What follows belongs to an exercise in optimizing a design on an open flow for small area and a short achievable clock period; a production flow would make more cautious choices.
Only simulation tests tie the RTL to the original design; equivalence was not proved.
Power figures rest on the tool's default switching activity, not on a simulated workload.

<file path="flow/run.sh">
#!/bin/bash
# synth_recipe.tcl (not shown) runs the flow's synth.tcl, then flattens the netlist and writes it again
# the make line also repeats each setting of config.mk as NAME=value (left out here)
make -C /OpenROAD-flow-scripts/flow DESIGN_CONFIG=/design/flow/config.mk WORK_HOME=/design/flow/orfs CLKGATE_MAP_FILE= SYNTH_SCRIPT=/design/flow/synth_recipe.tcl finish
</file>
<file path="flow/config.mk">
export PLATFORM = sky130hd
export DESIGN_NAME = FP16_add
export DESIGN_NICKNAME = FP16_add
export VERILOG_FILES = /design/flow/design.v
export SDC_FILE = /design/flow/constraint.sdc
export NUM_CORES = 4
export LEC_CHECK = 0
export ABC_AREA = 1
export CAP_MARGIN = 20
export CORE_MARGIN = 2
export CORE_UTILIZATION = 40
export PLACE_DENSITY = 0.6
export SLEW_MARGIN = 20
</file>
<file path="flow/constraint.sdc">
create_clock -name core_clock -period 4.0 [get_ports {clk}]
set_input_delay 0.8000 -clock core_clock [delete_from_list [all_inputs] [get_ports {clk}]]
set_output_delay 0.8000 -clock core_clock [all_outputs]
set_load 0.01 [all_outputs]
</file>
<file path="flow/design.v">
module FP16_add #(
    parameter C0 = 1,    
    parameter C1 = 1,    
    parameter C2 = 1,    
    parameter C3 = 1,    
    parameter C4 = 1,    
    parameter C5 = 1     
)(
    input wire [15:0]data1,
    input wire [15:0]data2,
    input wire clk,
    input wire rst,
    input wire input_valid,
    output reg [15:0]data_o,
    output reg output_update
    );
    localparam NS = C0 + C1 + C2 + C3 + C4 + C5;
    reg [NS-1:0] vld;
    always @(posedge clk or posedge rst) begin
        if (rst) vld <= {NS{1'b0}};
        else     vld <= {vld[NS-2:0], input_valid};
    end
    always @(*) output_update = vld[NS-1];
    wire [15:0] a, b;
    generate if (C0) begin : g0
        reg [15:0] ra, rb;
        always @(posedge clk) begin ra <= data1; rb <= data2; end
        assign a = ra; assign b = rb;
    end else begin : p0
        assign a = data1; assign b = data2;
    end endgenerate
    wire [4:0] ea = a[14:10], eb = b[14:10];
    wire ovf_0 = (&a) | (&b);                  
    wire gt_0 = a[14:0] > b[14:0];             
    wire egt = ea > eb;
    wire [4:0] dab = ea - eb, dba = eb - ea;
    wire [4:0] d = egt ? dab : dba;            
    wire [4:0] eh_0 = egt ? ea : eb;           
    wire eq0 = ~(|ea) & ~(|eb);
    wire lowz_0 = ~eq0 & ~((|ea) & (|eb));
    wire [4:0] sh_0 = d;
    wire zall_0 = eq0 & ~gt_0;                 
    wire [1:0] kill_0 = {ovf_0, zall_0};       
    wire sub_0 = a[15] ^ b[15];
    wire [9:0] fa_1, fb_1; wire gt_1, sa_1, sb_1, lowz_1; wire [4:0] sh_1; wire [4:0] eh_1; wire [1:0] kill_1;
    generate if (C1) begin : g1
        reg [9:0] r_fa, r_fb; reg r_gt, r_sa, r_sb, r_lowz; reg [4:0] r_sh; reg [4:0] r_eh; reg [1:0] r_kill;
        always @(posedge clk) begin
            r_fa <= a[9:0]; r_fb <= b[9:0]; r_gt <= gt_0; r_sa <= a[15]; r_sb <= b[15];
            r_lowz <= lowz_0; r_sh <= sh_0; r_eh <= eh_0; r_kill <= kill_0;
        end
        assign fa_1 = r_fa; assign fb_1 = r_fb; assign gt_1 = r_gt; assign sa_1 = r_sa; assign sb_1 = r_sb;
        assign lowz_1 = r_lowz; assign sh_1 = r_sh; assign eh_1 = r_eh; assign kill_1 = r_kill;
    end else begin : p1
        assign fa_1 = a[9:0]; assign fb_1 = b[9:0]; assign gt_1 = gt_0; assign sa_1 = a[15]; assign sb_1 = b[15];
        assign lowz_1 = lowz_0; assign sh_1 = sh_0; assign eh_1 = eh_0; assign kill_1 = kill_0;
    end endgenerate
    wire [9:0] fh_1 = gt_1 ? fa_1 : fb_1;
    wire [9:0] fl_1 = gt_1 ? fb_1 : fa_1;
    wire sgn_1 = gt_1 ? sa_1 : sb_1;
    wire sub_1 = sa_1 ^ sb_1;
    wire [22:0] low23 = {2'b01, fl_1, 11'd0} >> sh_1[3:0];
    wire drop = lowz_1 | (sh_1 > 5'd12);
    wire [12:0] al_1 = drop ? 13'd0 : low23[21:9];
    wire st_1 = ~drop & (|low23[8:0]);
    wire [13:0] lx_1 = {al_1, st_1} ^ {14{sub_1}};
    wire [5:0] eh1_1 = {1'b0, eh_1} + 6'd1;    
    wire [13:0] lx_2; wire [5:0] eh_2; wire [9:0] fh_2; wire sgn_2, sub_2; wire [1:0] kill_2;
    generate if (C2) begin : g2
        reg [13:0] r_lx; reg [5:0] r_eh; reg [9:0] r_fh; reg r_sgn, r_sub; reg [1:0] r_kill;
        always @(posedge clk) begin
            r_lx <= lx_1; r_eh <= eh1_1; r_fh <= fh_1;
            r_sgn <= sgn_1; r_sub <= sub_1; r_kill <= kill_1;
        end
        assign lx_2 = r_lx; assign eh_2 = r_eh; assign fh_2 = r_fh;
        assign sgn_2 = r_sgn; assign sub_2 = r_sub; assign kill_2 = r_kill;
    end else begin : p2
        assign lx_2 = lx_1; assign eh_2 = eh1_1; assign fh_2 = fh_1;
        assign sgn_2 = sgn_1; assign sub_2 = sub_1; assign kill_2 = kill_1;
    end endgenerate
    wire [14:0] hf = {2'b01, fh_2, 3'd0};
    wire [14:0] s_2 = hf + {sub_2, lx_2} + {14'd0, sub_2};
    wire [14:0] s_3; wire [5:0] eh_3; wire sgn_3; wire [1:0] kill_3;
    generate if (C3) begin : g3
        reg [14:0] r_s; reg [5:0] r_eh; reg r_sgn; reg [1:0] r_kill;
        always @(posedge clk) begin
            r_s <= s_2; r_eh <= eh_2; r_sgn <= sgn_2; r_kill <= kill_2;
        end
        assign s_3 = r_s; assign eh_3 = r_eh; assign sgn_3 = r_sgn; assign kill_3 = r_kill;
    end else begin : p3
        assign s_3 = s_2; assign eh_3 = eh_2; assign sgn_3 = sgn_2; assign kill_3 = kill_2;
    end endgenerate
    wire [11:0] t = s_3[14:3];
    wire z8 = ~(|t[11:4]);
    wire [7:0] t1 = z8 ? {t[3:0], 4'd0} : t[11:4];
    wire z4 = ~(|t1[7:4]);
    wire [3:0] t2 = z4 ? t1[3:0] : t1[7:4];
    wire z2 = ~(|t2[3:2]);
    wire [1:0] t3 = z2 ? t2[1:0] : t2[3:2];
    wire z1 = ~t3[1];
    wire [3:0] lz = {z8, z4, z2, z1};
    wire zero_3 = ~(|t);
    wire [14:0] n1 = z8 ? {s_3[6:0], 8'd0} : s_3;
    wire [14:0] n2 = z4 ? {n1[10:0], 4'd0} : n1;
    wire [14:0] n3 = z2 ? {n2[12:0], 2'd0} : n2;
    wire [14:0] n4 = z1 ? {n3[13:0], 1'd0} : n3;
    wire [9:0] m_3 = n4[13:4];                 
    wire rnd_3 = n4[3] & (n4[4] | (|n4[2:0]));
    wire c_3 = rnd_3 & (&m_3);                 
    wire [6:0] e0_3 = {1'b0, eh_3} - {3'd0, lz};
    wire [1:0] kill3 = {kill_3[1], kill_3[0] | zero_3};
    wire [9:0] m_4; wire rnd_4, c_4; wire [6:0] e0_4; wire sgn_4; wire [1:0] kill_4;
    generate if (C4) begin : g4
        reg [9:0] r_m; reg r_rnd, r_c; reg [6:0] r_e0; reg r_sgn; reg [1:0] r_kill;
        always @(posedge clk) begin
            r_m <= m_3; r_rnd <= rnd_3; r_c <= c_3; r_e0 <= e0_3; r_sgn <= sgn_3; r_kill <= kill3;
        end
        assign m_4 = r_m; assign rnd_4 = r_rnd; assign c_4 = r_c; assign e0_4 = r_e0;
        assign sgn_4 = r_sgn; assign kill_4 = r_kill;
    end else begin : p4
        assign m_4 = m_3; assign rnd_4 = rnd_3; assign c_4 = c_3; assign e0_4 = e0_3;
        assign sgn_4 = sgn_3; assign kill_4 = kill3;
    end endgenerate
    reg [9:0] mr;
    integer j;
    always @(*)
        for (j = 0; j < 10; j = j + 1)
            mr[j] = m_4[j] ^ (rnd_4 & (&(m_4 | ~((10'd1 << j) - 10'd1))));
    wire ones = &e0_4[4:0];
    wire ovf = (e0_4[6:5] == 2'b01) | (c_4 & ones & (e0_4[6:5] == 2'b00));
    wire neg = e0_4[6] & ~(c_4 & ones);
    wire [4:0] ef = e0_4[4:0] + {4'd0, c_4};
    wire f1 = kill_4[1] | ovf;
    wire f0 = kill_4[0] | neg;
    wire [15:0] res = f1 ? 16'hffff : f0 ? 16'h0000 : {sgn_4, ef, mr};
    generate if (C5) begin : g5
        reg [15:0] r_o;
        always @(posedge clk) r_o <= res;
        always @(*) data_o = r_o;
    end else begin : p5
        always @(*) data_o = res;
    end endgenerate
endmodule
</file>
==> results_dict.tcl, run 1 <==
set metrics [dict create \
    hold_viol 0 \
    max_freq_mhz 383 \
    grt_max_degree 27 \
    leakagePower_uw 0.00392 \
    synth_compound_gate_area_share_pct 9.48 \
    synth_top_family_by_area "simple AND/OR/NAND/NOR gates" \
    r2r_start "g3.r_s[9]" \
    netlist_instances 830 \
    grt_pass1_vias 4795 \
    detail_route.iter0.violations 287 \
    crit_path_max_fanout 14 \
    root_buffer "clkbuf_16" \
    wl_met1_mm 5.91 \
    cts_resized 0 \
    min_path_type "flop to flop" \
    finClkSkew_ns 0.0158 \
    grt_setup_unrepaired "false" \
    slew_viol_final 0 \
    totalWireLength_mm 12.7 \
    preCtsSetupSlack_ns 1.39 \
    grt_overflow_total 0 \
    worstReg2RegEnd "g4.r_e0[6]" \
    syn-num-nets 908 \
    p_seq_share_pct 39.9 \
    yosysWarnings 1 \
    peakVddDrop_mv 0.344 \
    die_x_um 137 \
    dr.pass1.iters 6 \
    post_drt_wl_per_cell_um 11.3 \
    mostFrequentLayoutCell "nand2_1" \
    powerDensity_mw_per_mm2 713 \
    worstMarginPinSlew_ns 0.899 \
    synth-simple-area-share_pct 21.2 \
    synth_area_per_cell_um2 8.47 \
    netSwitchingFraction_pct 35.8 \
    p_int_uw 3780 \
    synth-adder-area-share_pct 7.97 \
    rows 48 \
    synth-seq-area-share_pct 48.8 \
    p_sw_uw 2110 \
    final_antenna_net_count 0 \
    clock_sinks 170 \
    dr.max_layer_used "met4" \
    outcome "timing/DRC/antenna clean" \
    wl_met2_mm 6.23 \
    synth_edf_count 0 \
    dieArea_mm2 0.0187 \
    routed_via_density 4.53 \
    timing.final.crit_share_pct 65.3 \
    postCtsSetupBuffers 0 \
    synthMuxAreaShare_pct 0.285 \
    worstSetupEndpointType "flop" \
    finalSetupViolCount 0 \
    ys_ff_latch 170 \
    io_buffers 51 \
    setup_ws_ns 1.39 \
    cp.required_ns 4.31 \
    gr-usage-all-layers_pct 14.7 \
    drive_gt1_share_pct 6.92 \
    synth_top_area_cell "dfxtp_1" \
    post-dp-hpwl_mm 10.0 \
    netlist_top_cells_area "dfxtp_1, nand2_1, ha_1" \
    numCtsBuffers 17 \
    layout_common_cells "nand2_1, dfxtp_1, inv_1" \
    rr_worst_depth 17 \
    async_reset_ff_share_pct 3.53 \
    clk_latency_ns 0.42 \
    worst-setup-path-type "flop to flop" \
    gp_congestion 0.868 \
    coreArea_mm2 0.0172 \
    crit_arrival_ns 2.92 \
    power_frac_clock_pct 24.8 \
    holdPathStages 0 \
    antenna_cells 0 \
    power.share.combinational_pct 35.3 \
    reg2reg_slack_ns 1.39 \
    fin_crit_ns 2.61 \
    antenna_found_initial 0 \
    synth_top_area_share_pct 46.7 \
    holdBufCountCts 0 \
    wl_met3_um 432 \
    layout.nets 961 \
    ys.flop_type "dfxtp_1" \
    min_from "g2.r_eh[0]" \
    synth-xor-area-share_pct 5.23 \
    die_h_um 137 \
    synth_cell_types 44 \
    cts_tree "done" \
    grt_pass1_wl_mm 21.6 \
    start_util_pct 40.8 \
    vias 5075 \
    maxCapViolations 0 \
    drc 0 \
    area_growth_pct 17.3 \
    holdPathEnd "g3.r_eh[0]" \
    maxSlewHeadroom_pct 39.8 \
    syn_area_mm2 0.00703 \
    clock_path_buffers 2 \
    start_kind "flop" \
    h-tree-depth 4 \
    pin_count 52 \
    path_clk_slew_ns 0.06 \
    tns_ns 0 \
]
state kept, by name, summed over array words and instances, names as in the netlist, 5 cells and up:
register  count
g3.r_eh       6
g4.r_m       10
g5.r_o       16
g1.r_eh       5
g1.r_sh       5
g3.r_s       15
g0.rb        16
g2.r_fh      10
g2.r_lx      14
g0.ra        16
vld           6
g1.r_fa      10
g1.r_fb      10
g4.r_e0       7
g2.r_eh       6
power by group through the flow:
stage | Combinational [µW] | Sequential [µW] | Clock [µW]
4_1_cts | 2100 | 2350 | 1510
6_report | 2080 | 2350 | 1460
2_1_floorplan | 1600 | 2360 | 0
3_5_place_dp | 2090 | 2390 | 0
5_1_grt | 2380 | 2400 | 1570
3_3_place_gp | 2100 | 2380 | 0
layout make-up:
cell class | instances | area (µm²)
multi-input cells | 544 | 3110
clock buffers | 20 | 437
repair buffers | 54 | 533
inverters | 96 | 365
well taps | 225 | 282
fillers | 1662 | 8990
flip-flops and latches | 170 | 3430
clock inverters | 12 | 91.3
synth_stat cells (3+ instances only):
| cell | instances |
|---|---|
| a21oi_1 | 27 |
| a31o_2 | 3 |
| a31oi_1 | 5 |
| buf_2 | 3 |
| buf_6 | 6 |
| clkbuf_1 | 10 |
| dfrtp_1 | 6 |
| dfxtp_1 | 164 |
| fa_1 | 3 |
| ha_1 | 40 |
| inv_1 | 91 |
| nand2_1 | 213 |
| nand2_2 | 5 |
| nand2_4 | 7 |
| nand3_1 | 34 |
| nand4_1 | 12 |
| nor2_1 | 48 |
| nor3_1 | 5 |
| nor4_1 | 3 |
| o211ai_1 | 4 |
| o21a_1 | 3 |
| o21ai_0 | 52 |
| o21ai_1 | 12 |
| o21bai_1 | 3 |
| or2_2 | 3 |
| xnor2_1 | 9 |
| xor2_1 | 33 |
kinds of logic after synthesis:
logic type	Yosys count
AND/OR/NAND/NOR	338
flip-flops	170
AO/OA/AOI/OAI	119
buffers and inverters	116
adder cells (fa/ha/maj)	43
XOR/XNOR	42
multiplexers	2
worst max path at each step:
stage              start          to  slack (ns)  cells after the start
2_1_floorplan  g3.r_s[9]  g4.r_e0[6]        1.77                     18
3_3_place_gp   g3.r_s[9]  g4.r_e0[6]        1.43                     17
3_5_place_dp   g3.r_s[9]  g4.r_e0[6]        1.39                     17
4_1_cts        g3.r_s[9]  g4.r_e0[6]        1.38                     17
5_1_grt        g3.r_s[9]  g4.r_e0[6]        1.13                     17
6_report       g3.r_s[9]  g4.r_e0[6]        1.39                     17
critical path, stage by stage (launching register included):
cell and delay [ns]:
dfxtp_1 0.33, nor2_1 0.13, nand2_2 0.08, nor2_4 0.26, nand2_1 0.11, nand2_2 0.13
nor2_8 0.06, nand3_2 0.07, nand2_4 0.08, inv_4 0.08, nand2_4 0.05, nand2_4 0.15
nor2_1 0.09, fa_1 0.41, o21ai_0 0.29, nor2_1 0.07, nand2_1 0.07, inv_1 0.04
layer usage:
metal	GRT usage [%]	vias to the layer above
met4	5.56	0
met3	3.41	13
met1	18.1	2211
li1	-	2760
met2	24.9	91
met5	0	-
metrics by stage:
step                std cells  total power, µW  util, %  hold slack (ns)  area (µm²)
global route             1121             6340     47.9            0.329        8250
detailed placement       1089             4480     44.8            0.312        7720
global placement         1089             4480     44.8            0.311        7720
floorplan                 830             3950        -            0.310        7030
finish                   1121             5890     47.9            0.326        8250
CTS                      1121             5960     47.9            0.327        8250
==> run 2, diff against run 1 <==
--- a/flow/config.mk
+++ b/flow/config.mk
@@ -10,4 +10,5 @@
 export CORE_MARGIN = 2
 export CORE_UTILIZATION = 40
 export PLACE_DENSITY = 0.6
+export SETUP_SLACK_MARGIN = 1.4
 export SLEW_MARGIN = 20
==> run 2 against run 1 <==
Effect of this change:
- routed wire length grew 1.2%
- power increased by 0.84%
- sequential share of layout area decreased by 0.38 points
==> results_dict.tcl, run 2 <==
set metrics [dict create \
    h-tree-depth 4 \
    hold_viol 0 \
    crit_buf_inv 3 \
    crit_path_top_delay_cell "fa_1" \
    netlist_top_cells_area "dfxtp_1, nand2_1, ha_1" \
    biggestRegsByFlops "g0.ra (16), g0.rb (16), g5.r_o (16)" \
    grt_pass1_vias 4795 \
    ys_ff_latch 170 \
    dieArea_mm2 0.0187 \
    peakVddDrop_mv 0.345 \
    vias 5126 \
    layout.nets 967 \
    synth_top_area_share_pct 46.7 \
    leakagePower_uw 0.00395 \
    die_x_um 137 \
    netlist_instances 830 \
    cpPeakStageDelay_ns 0.42 \
    min_path_type "flop to flop" \
    synth_compound_gate_area_share_pct 9.48 \
    finalSetupViolCount 0 \
    detail_route.iter0.violations 310 \
    start_kind "flop" \
    layout_common_cells "nand2_1, dfxtp_1, inv_1" \
    syn-num-nets 908 \
    worst-setup-path-type "flop to flop" \
    rows 48 \
    slew_viol_final 0 \
    synthMuxAreaShare_pct 0.285 \
    max_freq_mhz 411 \
    cp.required_ns 4.31 \
    coreArea_mm2 0.0172 \
    synth_cell_types 44 \
    io_buffers 51 \
    ys.flop_type "dfxtp_1" \
    worstMarginPinSlew_ns 0.900 \
    setup_ws_ns 1.57 \
    gp_congestion 0.868 \
    fin_crit_ns 2.43 \
    yosysWarnings 1 \
    synth_edf_count 0 \
    ys_top_cells_by_count "nand2_1, dfxtp_1, inv_1, o21ai_0, nor2_1" \
    clock_path_buffers 2 \
    post_drt_wl_per_cell_um 11.4 \
    mostFrequentLayoutCell "nand2_1" \
    finClkSkew_ns 0.0155 \
    dr.pass1.iters 4 \
    preCtsSetupSlack_ns 1.39 \
    drc 0 \
    critical_path.top_delay_family "simple AND/OR/NAND/NOR gates" \
    crit_path_max_fanout 14 \
    crit_arrival_ns 2.74 \
    async_reset_ff_share_pct 3.53 \
    synth_most_common_cell "nand2_1" \
    clock_sinks 170 \
    clk_latency_ns 0.42 \
    synth_area_per_cell_um2 8.47 \
    timing.final.crit_share_pct 60.8 \
    grt_pass1_wl_mm 21.6 \
    synth-seq-area-share_pct 48.8 \
    area_growth_pct 18.4 \
    tns_ns 0 \
    final_util_pct 48.3 \
    synth-xor-area-share_pct 5.23 \
    synth-adder-area-share_pct 7.97 \
    dp_cells 1089 \
    antenna_found_initial 0 \
    maxSlewHeadroom_pct 39.8 \
    grt_max_degree 27 \
    grt_setup_unrepaired "true" \
    post-dp-hpwl_mm 10.0 \
    maxCapViolations 0 \
    synth-simple-area-share_pct 21.2 \
    synth_top_family_by_area "simple AND/OR/NAND/NOR gates" \
    final_antenna_net_count 0 \
    synth_top_area_cell "dfxtp_1" \
    worstSetupEndpointType "flop" \
    nFillCells 1665 \
    hold_ws_ns 0.325 \
    path_clk_slew_ns 0.06 \
    gr-usage-all-layers_pct 14.7 \
    totalWireLength_mm 12.9 \
    start_util_pct 40.8 \
    powerDensity_mw_per_mm2 713 \
    syn_area_mm2 0.00703 \
    die_h_um 137 \
    worst_path_most_repeated_cell "nand2_4" \
    numCtsBuffers 17 \
    cp_cell_sequence "nor2_1 -> nand2_2 -> nor2_4 -> buf_4 -> nand2_4 -> nand2_4 -> nor2_8 -> nand3_2 -> nand2_4 -> inv_4 -> nand2_4 -> nand2_8 -> nor2_1 -> fa_1 -> o21ai_2 -> nor2_1 -> nand2_1 -> inv_1" \
    antenna_cells 0 \
    cts_tree "done" \
    pin_count 52 \
    drive_gt1_share_pct 7.87 \
    grt_overflow_total 0 \
    routed_via_density 4.55 \
    outcome "timing/DRC/antenna clean" \
    final_cells 1127 \
    root_buffer "clkbuf_16" \
]
[run 2: changes by cell type in the layout (fill, tap and decap cells not counted), sizes merged]
cell      delta
clkbuf       +1
inv          -1
buf          +4
clkinvlp     +2
[run 2: worst paths after layout]
kind,slack (ns),cells past startpoint,endpoint,startpoint
worst max-delay path,1.57,18,g4.r_e0[6],g3.r_s[9]
worst min-delay path,0.33,0,g3.r_kill[0],g2.r_kill[0]
worst max register to register,1.57,18,g4.r_e0[6],g3.r_s[9]
worst min register to register,0.33,0,g3.r_kill[0],g2.r_kill[0]
max in group asynchronous,3.23,2,vld[2],rst
min in group asynchronous,0.59,2,vld[3],rst
[run 2: power breakdown]
group	internal, µW	switching, µW
logic	872	1250
registers	2130	221
clock network	801	660
total	3800	2140
[run 2: what timing repair did]
item	in CTS	in global routing
pin swaps	0	2
gates cloned	0	1
hold buffers	0	0
hold endpoints to repair	0	0
endpoints found under the setup margin	1	5
resized for setup	1	7
buffers inserted	0	5
[run 2: routing by layer]
layer,global-route usage (%),share of wire (%)
met2,24.9,49
met4,5.56,1.2
met1,18.1,47
met3,3.41,2.7
met5,0,0
[run 2: cells by family after synthesis]
| kind of cell | after synthesis |
|---|---|
| AO/OA/AOI/OAI | 119 |
| XOR/XNOR | 42 |
| adder cells (fa/ha/maj) | 43 |
| buffers and inverters | 116 |
| flip-flops | 170 |
| multiplexers | 2 |
| AND/OR/NAND/NOR | 338 |
[run 2: layout make-up]
| class | instances | area [µm²] | area share [%] |
|---|---|---|---|
| Multi-Input combinational cell | 544 | 3130 | 37.6 |
| Clock inverter | 12 | 91.3 | 1.10 |
| Timing Repair inverter | 1 | 7.51 | 0.0902 |
| Timing Repair Buffer | 59 | 574 | 6.90 |
| Tap cell | 225 | 282 | 3.38 |
| Sequential cell | 170 | 3430 | 41.2 |
| Inverter | 96 | 369 | 4.43 |
| Clock buffer | 20 | 437 | 5.24 |
[run 2: stage by stage]
step	area, µm²	total power, µW
after floorplan	7030	3950
after CTS	8250	5970
after detailed placement	7720	4480
after global placement	7720	4480
final	8330	5940
after global routing	8330	6390
==> run 3, diff against run 2 <==
--- a/flow/config.mk
+++ b/flow/config.mk
@@ -10,5 +10,5 @@
 export CORE_MARGIN = 2
 export CORE_UTILIZATION = 40
 export PLACE_DENSITY = 0.6
-export SETUP_SLACK_MARGIN = 1.4
+export SETUP_SLACK_MARGIN = 1.8
 export SLEW_MARGIN = 20
==> run 3 against run 2 <==
Effect of this change:
- critical path depth shrank 1
- register-to-register slack gained 0.19 ns
- power grew 6.8%
- non-clock buffer count grew 25
- still clean on timing, DRC and antenna
- critical endpoint is now g4.r_e0[5]
- sequential power is essentially flat
- highest routed layer unchanged
- synthesized area is the same
- global-route usage grew 0.73 points
- largest cell class unchanged
==> results_dict.tcl, run 3 <==
set metrics [dict create \
    io_buffers 51 \
    synth-simple-area-share_pct 21.2 \
    totalWireLength_mm 13.6 \
    final_cells 1153 \
    synth-seq-area-share_pct 48.8 \
    synth_most_common_cell "nand2_1" \
    clock_path_buffers 2 \
    final_util_pct 50.8 \
    routed_via_density 4.62 \
    hold_ws_ns 0.324 \
    finalSetupViolCount 0 \
    dieArea_mm2 0.0187 \
    slew_viol_final 0 \
    ys.flop_type "dfxtp_1" \
    synth_compound_gate_area_share_pct 9.48 \
    fin_crit_ns 2.24 \
    coreArea_mm2 0.0172 \
    grt_overflow_total 0 \
    syn-num-nets 908 \
    grt_pass1_wl_mm 22.5 \
    root_buffer "clkbuf_16" \
    gp_congestion 0.848 \
    pin_count 52 \
    async_reset_ff_share_pct 3.53 \
    synthMuxAreaShare_pct 0.285 \
    worstMarginPinSlew_ns 0.912 \
    start_util_pct 40.8 \
    final_antenna_net_count 0 \
    synth-xor-area-share_pct 5.23 \
    path_clk_slew_ns 0.06 \
    die_h_um 137 \
    timing.final.crit_share_pct 56.1 \
    grt_pass1_vias 4980 \
    synth_top_area_share_pct 46.7 \
    nFillCells 1637 \
    cts_tree "done" \
    netlist_instances 830 \
    setup_ws_ns 1.76 \
    dr.pass1.iters 5 \
    rows 48 \
    synth_top_area_cell "dfxtp_1" \
    powerDensity_mw_per_mm2 724 \
    synth_top_family_by_area "simple AND/OR/NAND/NOR gates" \
    synth_edf_count 0 \
    maxSlewHeadroom_pct 39.0 \
    layout.nets 993 \
    drc 0 \
    outcome "timing/DRC/antenna clean" \
    peakVddDrop_mv 0.368 \
    ys_top_cells_by_count "nand2_1, dfxtp_1, inv_1, o21ai_0, nor2_1" \
    grt_max_degree 28 \
    layout_common_cells "nand2_1, dfxtp_1, inv_1" \
    maxCapViolations 0 \
    worst-setup-path-type "flop to flop" \
    leakagePower_uw 0.00413 \
    start_kind "flop" \
    holdBufCountCts 0 \
    grt_setup_unrepaired "true" \
    clk_latency_ns 0.42 \
    max_freq_mhz 446 \
    min_path_type "flop to flop" \
    netlist_top_cells_area "dfxtp_1, nand2_1, ha_1" \
    post_drt_wl_per_cell_um 11.8 \
    cp.required_ns 4.31 \
    ys_ff_latch 170 \
    antenna_found_initial 0 \
    crit_arrival_ns 2.55 \
    post-dp-hpwl_mm 10.1 \
    finClkSkew_ns 0.0115 \
    tns_ns 0 \
    vias 5323 \
    crit_path_max_fanout 11 \
    dp_cells 1089 \
    preCtsSetupSlack_ns 1.46 \
    numCtsBuffers 17 \
    h-tree-depth 4 \
    synth_area_per_cell_um2 8.47 \
    mostFrequentLayoutCell "nand2_1" \
    yosysWarnings 1 \
    synth_cell_types 44 \
    drive_gt1_share_pct 15.2 \
    syn_area_mm2 0.00703 \
    biggestRegsByFlops "g0.ra (16), g0.rb (16), g5.r_o (16)" \
    antenna_cells 0 \
    worstSetupEndpointType "flop" \
    hold_viol 0 \
    synth-adder-area-share_pct 7.97 \
    die_x_um 137 \
    gr-usage-all-layers_pct 15.4 \
    detail_route.iter0.violations 244 \
    clock_sinks 170 \
    area_growth_pct 24.6 \
]
run 3: cell counts after synthesis:
Identical to the previous run, type by type.
run 3: layout make-up:
cell class	count	area, µm²	area share [%]
Timing Repair inverter	1	7.51	0.0857
Tap cell	225	282	3.21
Timing Repair Buffer	84	820	9.35
Clock inverter	9	91.3	1.04
Sequential cell	170	3450	39.3
Clock buffer	23	468	5.34
Multi-Input combinational cell	545	3270	37.4
Inverter	96	374	4.27
run 3: timing repair:
action,CTS,global route
gates cloned,1,2
pin swaps,13,20
setup endpoints to repair,13,21
buffers inserted,18,11
gates resized for setup,35,50
run 3: kinds of logic (layout without fill, tap and decap cells):
| kind of cell | count (synthesis) | after routing |
|---|---|---|
| buffers and inverters | 116 | 213 |
| muxes | 2 | 2 |
| AOI/OAI and AO/OA | 119 | 119 |
| DFF | 170 | 170 |
| adders and majority gates | 43 | 43 |
| and+or+nand+nor | 338 | 339 |
| xor gates and xnor gates | 42 | 42 |
run 3: through the flow:
stage          power (µW)  instance area (µm²)
2_1_floorplan        3960                 7030
5_1_grt              6820                 8760
3_5_place_dp         4470                 7720
4_1_cts              6200                 8520
3_3_place_gp         4470                 7720
6_report             6340                 8760
run 3: report_power, final:
group | switching, µW | total [µW] | internal, µW
Sequential | 230 | 2360 | 2130
Clock | 639 | 1530 | 892
Combinational | 1380 | 2440 | 1070
run 3: per-layer routing:
layer  GRT usage, %  up-vias  wire [µm]  share of wire, %
li1               -     2831          -                 -
met1           18.8     2390       6420                47
met2           26.3       81       6580                48
met3           3.59       21        396               2.9
met4           5.67        0        250               1.8
met5              0        -          0                 0
run 3: final timing paths:
check,slack [ns],cells after the start,to,start
max in group asynchronous,3.24,2,vld[0],rst
worst min register to register,0.32,0,g3.r_eh[0],g2.r_eh[0]
min in group asynchronous,0.58,2,vld[5],rst
worst max-delay path,1.76,17,g4.r_e0[5],g3.r_s[12]
worst max register to register,1.76,17,g4.r_e0[5],g3.r_s[12]
worst min-delay path,0.32,0,g3.r_eh[0],g2.r_eh[0]
run 3: critical path: stages (launching register included):
cell and delay, ns:
dfxtp_2 0.32, nor2_2 0.11, nand2_2 0.07, nor2_4 0.20
buf_6 0.13, nand2_4 0.04, nand2_4 0.08, nor2_8 0.06
nand3_2 0.08, nand2_4 0.12, inv_6 0.10, nand2_4 0.10
ha_1 0.29, nand2_1 0.06, o21ai_2 0.16, nand2_1 0.08
nand4_1 0.08, nand2_1 0.05
==> run 4, diff against run 3 <==
--- a/flow/config.mk
+++ b/flow/config.mk
@@ -9,6 +9,7 @@
 export CAP_MARGIN = 20
 export CORE_MARGIN = 2
 export CORE_UTILIZATION = 40
+export CTS_BUF_LIST = sky130_fd_sc_hd__clkbuf_4 sky130_fd_sc_hd__clkbuf_8
 export PLACE_DENSITY = 0.6
 export SETUP_SLACK_MARGIN = 1.8
 export SLEW_MARGIN = 20
==> run 4 against run 3 <==
Effect of this change:
- still clean
- sequential share of layout area up 1.0 points
- synthesized area unchanged
- worst hold slack better by 0.0047 ns
- routed wire length decreased by 1.6%
- flip-flop and latch count stayed put
- worst setup slack worse by 0.011 ns
- critical path type unchanged
- largest cell class unchanged
==> results_dict.tcl, run 4 <==
set metrics [dict create \
    synth_most_common_cell "nand2_1" \
    synth_cell_types 44 \
    netlist_instances 830 \
    layout.nets 989 \
    synth-simple-area-share_pct 21.2 \
    gr-usage-all-layers_pct 15.0 \
    synth-adder-area-share_pct 7.97 \
    hold_viol 0 \
    outcome "timing/DRC/antenna clean" \
    path_clk_slew_ns 0.08 \
    crit_end "g4.r_e0[6]" \
    clock_path_buffers 2 \
    synthMuxAreaShare_pct 0.285 \
    gp_congestion 0.848 \
    ys.flop_type "dfxtp_1" \
    worst_path_most_repeated_cell "nand2_4" \
    biggestRegsByFlops "g0.ra (16), g0.rb (16), g5.r_o (16)" \
    routed_via_density 4.61 \
    leakagePower_uw 0.00403 \
    crit_path_top_delay_cell "fa_2" \
    vias 5292 \
    pin_count 52 \
    drive_gt1_share_pct 15.2 \
    timing.final.crit_share_pct 56.3 \
    holdBufCountCts 0 \
    rows 48 \
    powerDensity_mw_per_mm2 689 \
    fin_crit_ns 2.25 \
    cts_tree "done" \
    r2r_start "g3.r_s[12]" \
    totalWireLength_mm 13.4 \
    yosysWarnings 1 \
    rr_worst_depth 18 \
    synth_area_per_cell_um2 8.47 \
    critical_path.top_delay_family "simple AND/OR/NAND/NOR gates" \
    grt_setup_unrepaired "true" \
    synth_compound_gate_area_share_pct 9.48 \
    multi_input_area_mm2 0.00327 \
    worstSetupEndpointType "flop" \
    synth-xor-area-share_pct 5.23 \
    synth_top_area_cell "dfxtp_1" \
    clk_latency_ns 0.44 \
    die_h_um 137 \
    ys_ff_latch 170 \
    crit_path_max_fanout 7 \
    maxCapViolations 0 \
    finClkSkew_ns 0.0198 \
    maxSlewHeadroom_pct 38.3 \
    h-tree-depth 4 \
    min_path_type "flop to flop" \
    root_buffer "clkbuf_8" \
    synth_top_family_by_area "simple AND/OR/NAND/NOR gates" \
    grt_max_degree 28 \
    mostFrequentLayoutCell "nand2_1" \
    synth_top_area_share_pct 46.7 \
    grt_pass1_vias 4910 \
    coreArea_mm2 0.0172 \
    grt_pass1_wl_mm 22.1 \
    die_x_um 137 \
    numCtsBuffers 17 \
    area_growth_pct 21.4 \
    clock_sinks 170 \
    syn_area_mm2 0.00703 \
    synth-seq-area-share_pct 48.8 \
    worstReg2RegEnd "g4.r_e0[6]" \
    netlist_top_cells_area "dfxtp_1, nand2_1, ha_1" \
    p_total_uw 5890 \
    tns_ns 0 \
    peakVddDrop_mv 0.313 \
    drc 0 \
    ys_top_cells_by_count "nand2_1, dfxtp_1, inv_1, o21ai_0, nor2_1" \
    post_drt_wl_per_cell_um 11.7 \
    dieArea_mm2 0.0187 \
    final_antenna_net_count 0 \
    io_buffers 51 \
    nFillCells 1657 \
    finalSetupViolCount 0 \
    post-dp-hpwl_mm 10.1 \
    cpPeakStageDelay_ns 0.36 \
    crit_cells 18 \
    grt_overflow_total 0 \
    slew_viol_final 0 \
    max_freq_mhz 444 \
    cp_cell_sequence "nor2_2 -> nand2_2 -> nor2_4 -> buf_6 -> nand2_4 -> nand2_4 -> nor2_8 -> nand3_4 -> nand2_4 -> inv_4 -> nand2_4 -> nand2_8 -> nor2_4 -> fa_2 -> o21ai_2 -> nor2_1 -> nand2_1 -> inv_1" \
    startpoint "g3.r_s[12]" \
    crit_buf_inv 3 \
    reg2reg_slack_ns 1.75 \
    start_kind "flop" \
    register_area_mm2 0.00345 \
    cp.required_ns 4.34 \
    detail_route.iter0.violations 218 \
    crit_arrival_ns 2.59 \
    start_util_pct 40.8 \
    worstMarginPinSlew_ns 0.922 \
    antenna_found_initial 0 \
    async_reset_ff_share_pct 3.53 \
    antenna_cells 0 \
    synth_edf_count 0 \
    dr.pass1.iters 4 \
    layout_common_cells "nand2_1, dfxtp_1, inv_1" \
    syn-num-nets 908 \
    worst-setup-path-type "flop to flop" \
]
## run 4: per-stage QoR
stage	instance area [µm²]	setup slack [ns]	utilization (%)	instances	hold slack, ns
6_report	8540	1.75	49.5	1149	0.329
5_1_grt	8540	1.60	49.5	1149	0.335
4_1_cts	8300	1.79	48.1	1138	0.331
3_5_place_dp	7720	1.46	44.8	1089	0.312
3_3_place_gp	7720	1.53	44.8	1089	0.310
2_1_floorplan	7030	1.84	-	830	0.310
## run 4: worst register-to-register path, delay by kind of cell (launching register included)
family | cells | cell delay (ns)
buffers and inverters | 3 | 0.25
AO/OA/AOI/OAI | 1 | 0.18
adder cells (fa/ha/maj) | 1 | 0.36
AND/OR/NAND/NOR | 13 | 1.03
flip-flops | 1 | 0.33
## run 4: kinds of logic after synthesis
kind of cell               Yosys count
buffers and inverters              116
and+or+nand+nor                    338
muxes                                2
AOI/OAI and AO/OA                  119
xor gates and xnor gates            42
DFF                                170
adders and majority gates           43
## run 4: repair_timing
action	in CTS	in global routing
setup buffers	16	10
endpoints found under the setup margin	13	21
gates cloned	1	1
pin swaps	10	20
hold endpoints to repair	0	0
gates resized for setup	30	52
## run 4: worst min-delay path by stage
stage            startpoint      endpoint  slack [ns]  cells past startpoint
6_report         g2.r_eh[0]    g3.r_eh[0]        0.33                      0
5_1_grt            g3.r_sgn      g4.r_sgn        0.33                      0
4_1_cts          g2.r_eh[4]    g3.r_eh[4]        0.33                      0
3_5_place_dp     g2.r_eh[4]    g3.r_eh[4]        0.31                      0
3_3_place_gp   g1.r_kill[0]  g2.r_kill[0]        0.31                      0
2_1_floorplan  g1.r_kill[0]  g2.r_kill[0]        0.31                      0
## run 4: report_power, final
part	total (µW)	switching, µW	internal (µW)
Clock	1140	583	556
Sequential	2360	233	2130
Combinational	2380	1360	1020
## run 4: layout make-up
class | count | share of cell area (%)
clock inverter | 9 | 1.07
inverter | 96 | 4.41
multi-input combinational | 544 | 38.3
sequential | 170 | 40.4
timing repair buffer | 81 | 9.10
tap | 225 | 3.30
timing repair inverter | 1 | 0.0879
clock buffer | 23 | 3.41
## run 4: routing by layer
metal  vias to the layer above  GRT usage [%]  wire [µm]
li1                       2822              -          -
met1                      2380           18.6       6220
met2                        78           25.6       6620
met3                        12           2.81        411
met4                         0           5.90        177
met5                         -              0          0
==> run 5, diff against run 4 <==
--- a/flow/config.mk
+++ b/flow/config.mk
@@ -11,5 +11,5 @@
 export CORE_UTILIZATION = 40
 export CTS_BUF_LIST = sky130_fd_sc_hd__clkbuf_4 sky130_fd_sc_hd__clkbuf_8
 export PLACE_DENSITY = 0.6
-export SETUP_SLACK_MARGIN = 1.8
+export SETUP_SLACK_MARGIN = 1.4
 export SLEW_MARGIN = 20
==> run 5 against run 4 <==
Effect of this change:
- still clean on timing, DRC and antenna
- non-clock buffer count decreased by 22
- core utilization decreased by 2.3 points
- global-route usage decreased by 0.42 points
- sequential share of layout area increased by 1.8 points
- power decreased by 6.1%
- via count decreased by 3.6%
- sequential power about the same
- final cell count decreased by 1.9%
==> results_dict.tcl, run 5 <==
set metrics [dict create \
    outcome "timing/DRC/antenna clean" \
    dr.max_layer_used "met4" \
    layout.nets 967 \
    rows 48 \
    root_buffer "clkbuf_8" \
    synth-seq-area-share_pct 48.8 \
    worstMarginPinSlew_ns 0.888 \
    powerDensity_mw_per_mm2 679 \
    path_clk_slew_ns 0.08 \
    async_reset_ff_share_pct 3.53 \
    r2r_start "g3.r_s[9]" \
    netlist_top_cells_area "dfxtp_1, nand2_1, ha_1" \
    layout_common_cells "nand2_1, dfxtp_1, inv_1" \
    synth_top_area_cell "dfxtp_1" \
    finalSetupViolCount 0 \
    netlist_instances 830 \
    gr-usage-all-layers_pct 14.6 \
    h-tree-depth 4 \
    detail_route.iter0.violations 322 \
    p_sw_uw 2080 \
    p_int_uw 3450 \
    post-dp-hpwl_mm 10.0 \
    placed_area_mm2 0.00772 \
    min_path_type "flop to flop" \
    worst-setup-path-type "flop to flop" \
    io_buffers 51 \
    crit_arrival_ns 2.78 \
    post_drt_wl_per_cell_um 11.4 \
    coreArea_mm2 0.0172 \
    power.share.combinational_pct 38.4 \
    final_util_pct 47.2 \
    reg2reg_slack_ns 1.56 \
    clock_sinks 170 \
    leakagePower_uw 0.00387 \
    ys.flop_type "dfxtp_1" \
    final_antenna_net_count 0 \
    crit_path_max_fanout 17 \
    ys_top_cells_by_count "nand2_1, dfxtp_1, inv_1, o21ai_0, nor2_1" \
    min_from "g2.r_eh[0]" \
    grt_max_degree 27 \
    wl_met1_mm 5.95 \
    cts_tree "done" \
    antenna_cells 0 \
    power_frac_clock_pct 19.2 \
    dr.pass1.iters 5 \
    synth_area_per_cell_um2 8.47 \
    mostFrequentLayoutCell "nand2_1" \
    p_seq_share_pct 42.4 \
    vias 5099 \
    wl_met2_mm 6.28 \
    die_h_um 137 \
    die_x_um 137 \
    gp_congestion 0.868 \
    syn_area_mm2 0.00703 \
    grt_pass1_wl_mm 21.5 \
    startpoint "g3.r_s[9]" \
    finClkSkew_ns 0.0185 \
    setup_ws_ns 1.56 \
    holdBufCountCts 0 \
    slew_viol_final 0 \
    area_growth_pct 15.8 \
    drc 0 \
    grt_setup_unrepaired "true" \
    ys_ff_latch 170 \
    max_freq_mhz 410 \
    fin_crit_ns 2.44 \
    clk_latency_ns 0.45 \
    hold_viol 0 \
    dieArea_mm2 0.0187 \
    biggestRegsByFlops "g0.ra (16), g0.rb (16), g5.r_o (16)" \
    pin_count 52 \
    netSwitchingFraction_pct 37.6 \
    numCtsBuffers 17 \
    preCtsSetupSlack_ns 1.39 \
    wl_met3_um 391 \
    peakVddDrop_mv 0.246 \
    final_area_mm2 0.00814 \
    synth_most_common_cell "nand2_1" \
    yosysWarnings 1 \
    timing.final.crit_share_pct 60.9 \
    grt_overflow_total 0 \
    start_util_pct 40.8 \
    maxSlewHeadroom_pct 40.6 \
    start_kind "flop" \
    drive_gt1_share_pct 8.31 \
    synth_cell_types 44 \
    worstSetupEndpointType "flop" \
    cp.required_ns 4.34 \
    routed_via_density 4.52 \
    totalWireLength_mm 12.8 \
    maxCapViolations 0 \
    clock_path_buffers 2 \
    synth_top_area_share_pct 46.7 \
    antenna_found_initial 0 \
    grt_pass1_vias 4820 \
    tns_ns 0 \
    synth_edf_count 0 \
    syn-num-nets 908 \
]
run 5: timing repair:
item | CTS | global route
pin swaps | 0 | 2
endpoints found under the setup margin | 1 | 7
setup buffers | 0 | 5
gates resized for setup | 1 | 7
hold endpoints to repair | 0 | 0
cloned | 0 | 1
run 5: area by class of cell:
cell class / count / area (µm²)
fill: 1693 / 9090
clock buffer: 20 / 256
clock inverter: 12 / 91.3
tap: 225 / 282
inverter: 96 / 369
multi-input combinational: 544 / 3130
sequential: 170 / 3430
timing repair inverter: 1 / 7.51
timing repair buffer: 59 / 574
run 5: cell families after synthesis:
kind of cell             Yosys count  share of synthesized area, %
buffers and inverters            116                          6.96
AND/OR/NAND/NOR                  338                          21.2
XOR/XNOR                          42                          5.23
multiplexers                       2                         0.285
AO/OA/AOI/OAI                    119                          9.48
adder cells (fa/ha/maj)           43                          7.97
flip-flops                       170                          48.8
run 5: critical path, stage by stage, from the launching register on:
cell	delay, ns
dfxtp_1	0.38
nor2_1	0.07
nand2_2	0.09
nor2_4	0.06
buf_4	0.14
nand2_4	0.05
nand2_4	0.07
nor2_8	0.12
nand2_4	0.14
o21bai_2	0.19
nand2_4	0.09
nand2_8	0.11
nor2_1	0.08
fa_1	0.42
o21ai_2	0.19
nor2_1	0.05
nand2_1	0.06
inv_1	0.04
run 5: routing by layer:
| metal | vias to the layer above | global-route usage (%) |
|---|---|---|
| li1 | 2769 | - |
| met3 | 16 | 3.63 |
| met1 | 2228 | 17.7 |
| met5 | - | 0 |
| met4 | 0 | 5.96 |
| met2 | 86 | 24.6 |
run 5: power by group through the flow:
| stage | combinational, µW | clock (µW) | sequential [µW] |
|---|---|---|---|
| 3_5_place_dp | 2090 | 0 | 2390 |
| 2_1_floorplan | 1600 | 0 | 2360 |
| 6_report | 2120 | 1060 | 2340 |
| 5_1_grt | 2420 | 1170 | 2390 |
| 3_3_place_gp | 2100 | 0 | 2380 |
| 4_1_cts | 2110 | 1100 | 2350 |
run 5: through the flow:
stage | power (µW) | std cells | hold slack [ns]
2_1_floorplan | 3950 | 830 | 0.310
3_3_place_gp | 4480 | 1089 | 0.311
3_5_place_dp | 4480 | 1089 | 0.312
4_1_cts | 5560 | 1121 | 0.332
5_1_grt | 5970 | 1127 | 0.335
6_report | 5530 | 1127 | 0.331
run 5: final timing paths:
check                              to  cells after the start
min in group asynchronous      vld[3]                      2
hold / removal             g3.r_eh[0]                      0
hold reg to reg            g3.r_eh[0]                      0
max in group asynchronous      vld[4]                      2
setup reg to reg           g4.r_e0[6]                     17
setup / recovery           g4.r_e0[6]                     17
==> run 6, diff against run 5 <==
==> flow/flow/run.sh (new file) <==
#!/bin/bash
# Standard ORFS layout, with the port buffers made from the smallest buffer
# cell instead of the delay cell buffer_ports picks by default.
set -euo pipefail
export BUFFER_PORTS_ARGS="-buffer_cell sky130_fd_sc_hd__buf_1"
bash standard.sh finish > standard_flow.log 2>&1
==> flow/standard.sh (new file) <==
#!/bin/bash
# synth_recipe.tcl (not shown) runs the flow's synth.tcl, then flattens the netlist and writes it again
# the make line also repeats each setting of config.mk as NAME=value (left out here)
make -C /OpenROAD-flow-scripts/flow DESIGN_CONFIG=/design/flow/config.mk WORK_HOME=/design/flow/orfs CLKGATE_MAP_FILE= SYNTH_SCRIPT=/design/flow/synth_recipe.tcl "${@:-finish}"
--- a/flow/config.mk
+++ b/flow/config.mk
@@ -11,5 +11,5 @@
 export CORE_UTILIZATION = 40
 export CTS_BUF_LIST = sky130_fd_sc_hd__clkbuf_4 sky130_fd_sc_hd__clkbuf_8
 export PLACE_DENSITY = 0.6
-export SETUP_SLACK_MARGIN = 1.4
+export SETUP_SLACK_MARGIN = 1.8
 export SLEW_MARGIN = 20
removed: flow/run.sh
==> run 6 against run 5 <==
Effect of this change:
- still clean on timing, DRC and antenna
- flip-flop and latch count stayed put
- non-clock buffer count grew 28
- maximum frequency rose by 6.7%
- via count rose by 4.0%
- die area stayed put
- critical path type unchanged
==> results_dict.tcl, run 6 <==
set metrics [dict create \
    outcome "timing/DRC/antenna clean" \
    crit_path_max_fanout 7 \
    die_x_um 137 \
    antenna_found_initial 0 \
    async_reset_ff_share_pct 3.53 \
    crit_arrival_ns 2.65 \
    powerDensity_mw_per_mm2 717 \
    root_buffer "clkbuf_8" \
    netlist_instances 830 \
    pin_count 52 \
    synth_top_area_cell "dfxtp_1" \
    synth_cell_types 44 \
    rows 48 \
    leakagePower_uw 0.00396 \
    syn-num-nets 908 \
    ys_ff_latch 170 \
    p_int_uw 3690 \
    dp_cells 1089 \
    final_antenna_net_count 0 \
    p_sw_uw 2310 \
    grt_setup_unrepaired "true" \
    min_path_type "input port to asynchronous set/reset pin" \
    tns_ns 0 \
    drc 0 \
    maxSlewHeadroom_pct 37.3 \
    io_buffers 51 \
    vias 5301 \
    mostFrequentLayoutCell "nand2_1" \
    timing.final.crit_share_pct 57.1 \
    fin_crit_ns 2.28 \
    holdBufCountCts 0 \
    final_area_mm2 0.00836 \
    coreArea_mm2 0.0172 \
    ys_top_cells_by_count "nand2_1, dfxtp_1, inv_1, o21ai_0, nor2_1" \
    syn_area_mm2 0.00703 \
    synth_compound_gate_area_share_pct 9.48 \
    placed_area_mm2 0.00740 \
    p_seq_share_pct 39.4 \
    startpoint "g3.r_s[12]" \
    path_clk_slew_ns 0.10 \
    biggestRegsByFlops "g0.ra (16), g0.rb (16), g5.r_o (16)" \
    cts_tree "done" \
    ys.flop_type "dfxtp_1" \
    worstMarginPinSlew_ns 0.937 \
    dieArea_mm2 0.0187 \
    clock_sinks 170 \
    dr.pass1.iters 5 \
    synth-simple-area-share_pct 21.2 \
    maxCapViolations 0 \
    grt_pass1_vias 4950 \
    antenna_cells 0 \
    start_util_pct 40.8 \
    power.share.combinational_pct 39.2 \
    clk_latency_ns 0.46 \
    netlist_top_cells_area "dfxtp_1, nand2_1, ha_1" \
    peakVddDrop_mv 0.316 \
    synth_top_area_share_pct 46.7 \
    yosysWarnings 1 \
    routed_via_density 4.59 \
    synth_most_common_cell "nand2_1" \
    post-dp-hpwl_mm 9.93 \
    detail_route.iter0.violations 239 \
    gr-usage-all-layers_pct 15.2 \
    die_h_um 137 \
    gp_congestion 0.874 \
    synth-xor-area-share_pct 5.23 \
    synth_area_per_cell_um2 8.47 \
    h-tree-depth 4 \
    layout_common_cells "nand2_1, dfxtp_1, inv_1" \
    numCtsBuffers 17 \
    r2r_start "g3.r_s[12]" \
    grt_pass1_wl_mm 22.3 \
    totalWireLength_mm 13.8 \
    finalSetupViolCount 0 \
    worst-setup-path-type "flop to flop" \
    synth_top_family_by_area "simple AND/OR/NAND/NOR gates" \
    power_frac_clock_pct 21.4 \
    post_drt_wl_per_cell_um 12.0 \
    synth_edf_count 0 \
    final_cells 1156 \
    max_freq_mhz 438 \
    worstSetupEndpointType "flop" \
    grt_overflow_total 0 \
    drive_gt1_share_pct 15.8 \
    clock_path_buffers 2 \
    synth-seq-area-share_pct 48.8 \
    start_kind "flop" \
    area_growth_pct 18.8 \
    layout.nets 996 \
    slew_viol_final 0 \
    hold_viol 0 \
    finClkSkew_ns 0.0142 \
    cp.required_ns 4.36 \
    netSwitchingFraction_pct 38.5 \
    synth-adder-area-share_pct 7.97 \
    synthMuxAreaShare_pct 0.285 \
    grt_max_degree 28 \
]
## run 6: cell counts after synthesis
No cell type changed its count.
## run 6: critical path, cell delays in order (launching register included)
cell and delay [ns]:
dfxtp_2 0.33, nor2_2 0.11, nand2_2 0.08, nor2_4 0.24
nand2_2 0.10, nand2_2 0.11, nor2_4 0.06, nand3_2 0.09
nand2_4 0.07, inv_4 0.08, nand2_4 0.07, nand2_8 0.09
nor2_4 0.05, fa_2 0.40, o21ai_2 0.17, nor2_1 0.06
nand2_1 0.06, inv_1 0.03
## run 6: kinds of logic after synthesis
logic type,after synthesis
compound gates,119
xor+xnor,42
fa+ha+maj,43
buf+inv,116
flops,170
mux,2
simple gates,338
## run 6: area by class of cell
class | count | area, µm²
fillers | 1648 | 8880
flip-flops and latches | 170 | 3450
multi-input cells | 545 | 3260
repair buffers | 87 | 541
inverters | 96 | 382
well taps | 225 | 282
clock buffers | 17 | 234
clock inverters | 15 | 206
repair inverters | 1 | 7.51
## run 6: worst paths after layout
| check | endpoint | slack (ns) | cells after the start |
|---|---|---|---|
| worst min register to register | g4.r_kill[1] | 0.33 | 0 |
| min in group core_clock | g4.r_kill[1] | 0.33 | 0 |
| worst max register to register | g4.r_e0[6] | 1.72 | 17 |
| worst max-delay path | g4.r_e0[6] | 1.72 | 17 |
| max in group asynchronous | vld[1] | 3.62 | 2 |
| worst min-delay path | vld[4] | 0.20 | 2 |
## run 6: stage by stage
stage               hold slack (ns)  setup slack (ns)  util (%)  total power, µW
global placement              0.310              1.52      43.0             4340
detailed placement            0.312              1.47      43.0             4340
floorplan                     0.310              1.84         -             3960
global route                  0.202              1.57      48.5             6470
CTS                           0.178              1.76      47.0             5830
finish                        0.199              1.72      48.5             5990
## run 6: routing by layer
| layer | routed length [µm] | part of all wire [%] | GRT usage [%] | vias up |
|---|---|---|---|---|
| met2 | 6700 | 48 | 25.6 | 88 |
| met4 | 306 | 2.2 | 6.94 | 0 |
| met3 | 402 | 2.9 | 3.30 | 21 |
| met1 | 6420 | 46 | 18.5 | 2349 |
| met5 | 0 | 0 | 0 | - |
| li1 | - | - | - | 2843 |
## run 6: timing repair
action                     CTS  global route
cloned                       1             2
buffers inserted            18            14
setup endpoints to repair   13            22
gates resized for setup     34            48
pin swaps                   13            24
## run 6: power groups by stage
stage	logic, µW	registers, µW	clock network (µW)
6_report	2350	2360	1280
5_1_grt	2670	2410	1390
4_1_cts	2160	2350	1320
3_5_place_dp	1960	2380	0
3_3_place_gp	1960	2380	0
2_1_floorplan	1600	2360	0

==> afterwards: timing with drivers on the ports <==
How much do the figures lean on ideal ports? The routed layouts below were timed once more, with nothing changed but the port constraints. Step 1: set_driving_cell puts a clkbuf_16 on clk and a buf_2 on each other input, an assumption about the parent block. Step 2, shift: input delay + t, output delay - t, t = (earliest + latest rising clock arrival at the registers) / 2. This alone moves slack from input paths to output paths. a / b / c = ideal ports / drivers / drivers and shift; a / b = the first two.
run | t (ns) | setup WS [ns] | slew at the worst register clock pin (ns) | worst slew at a driven data input, ns
run 1 | 0.457 | 1.389 / 1.389 / 1.389 | 0.07 / 0.07 | 0.04
run 2 | 0.456 | 1.568 / 1.568 / 1.568 | 0.07 / 0.07 | 0.04
run 3 | 0.457 | 1.757 / 1.757 / 1.757 | 0.07 / 0.07 | 0.04
run 4 | 0.473 | 1.747 / 1.747 / 1.747 | 0.09 / 0.09 | 0.04
run 5 | 0.479 | 1.564 / 1.564 / 1.564 | 0.10 / 0.10 | 0.04
run 6 | 0.491 | 1.718 / 1.718 / 1.718 | 0.10 / 0.10 | 0.03
After both steps setup and hold are still met in every run listed.
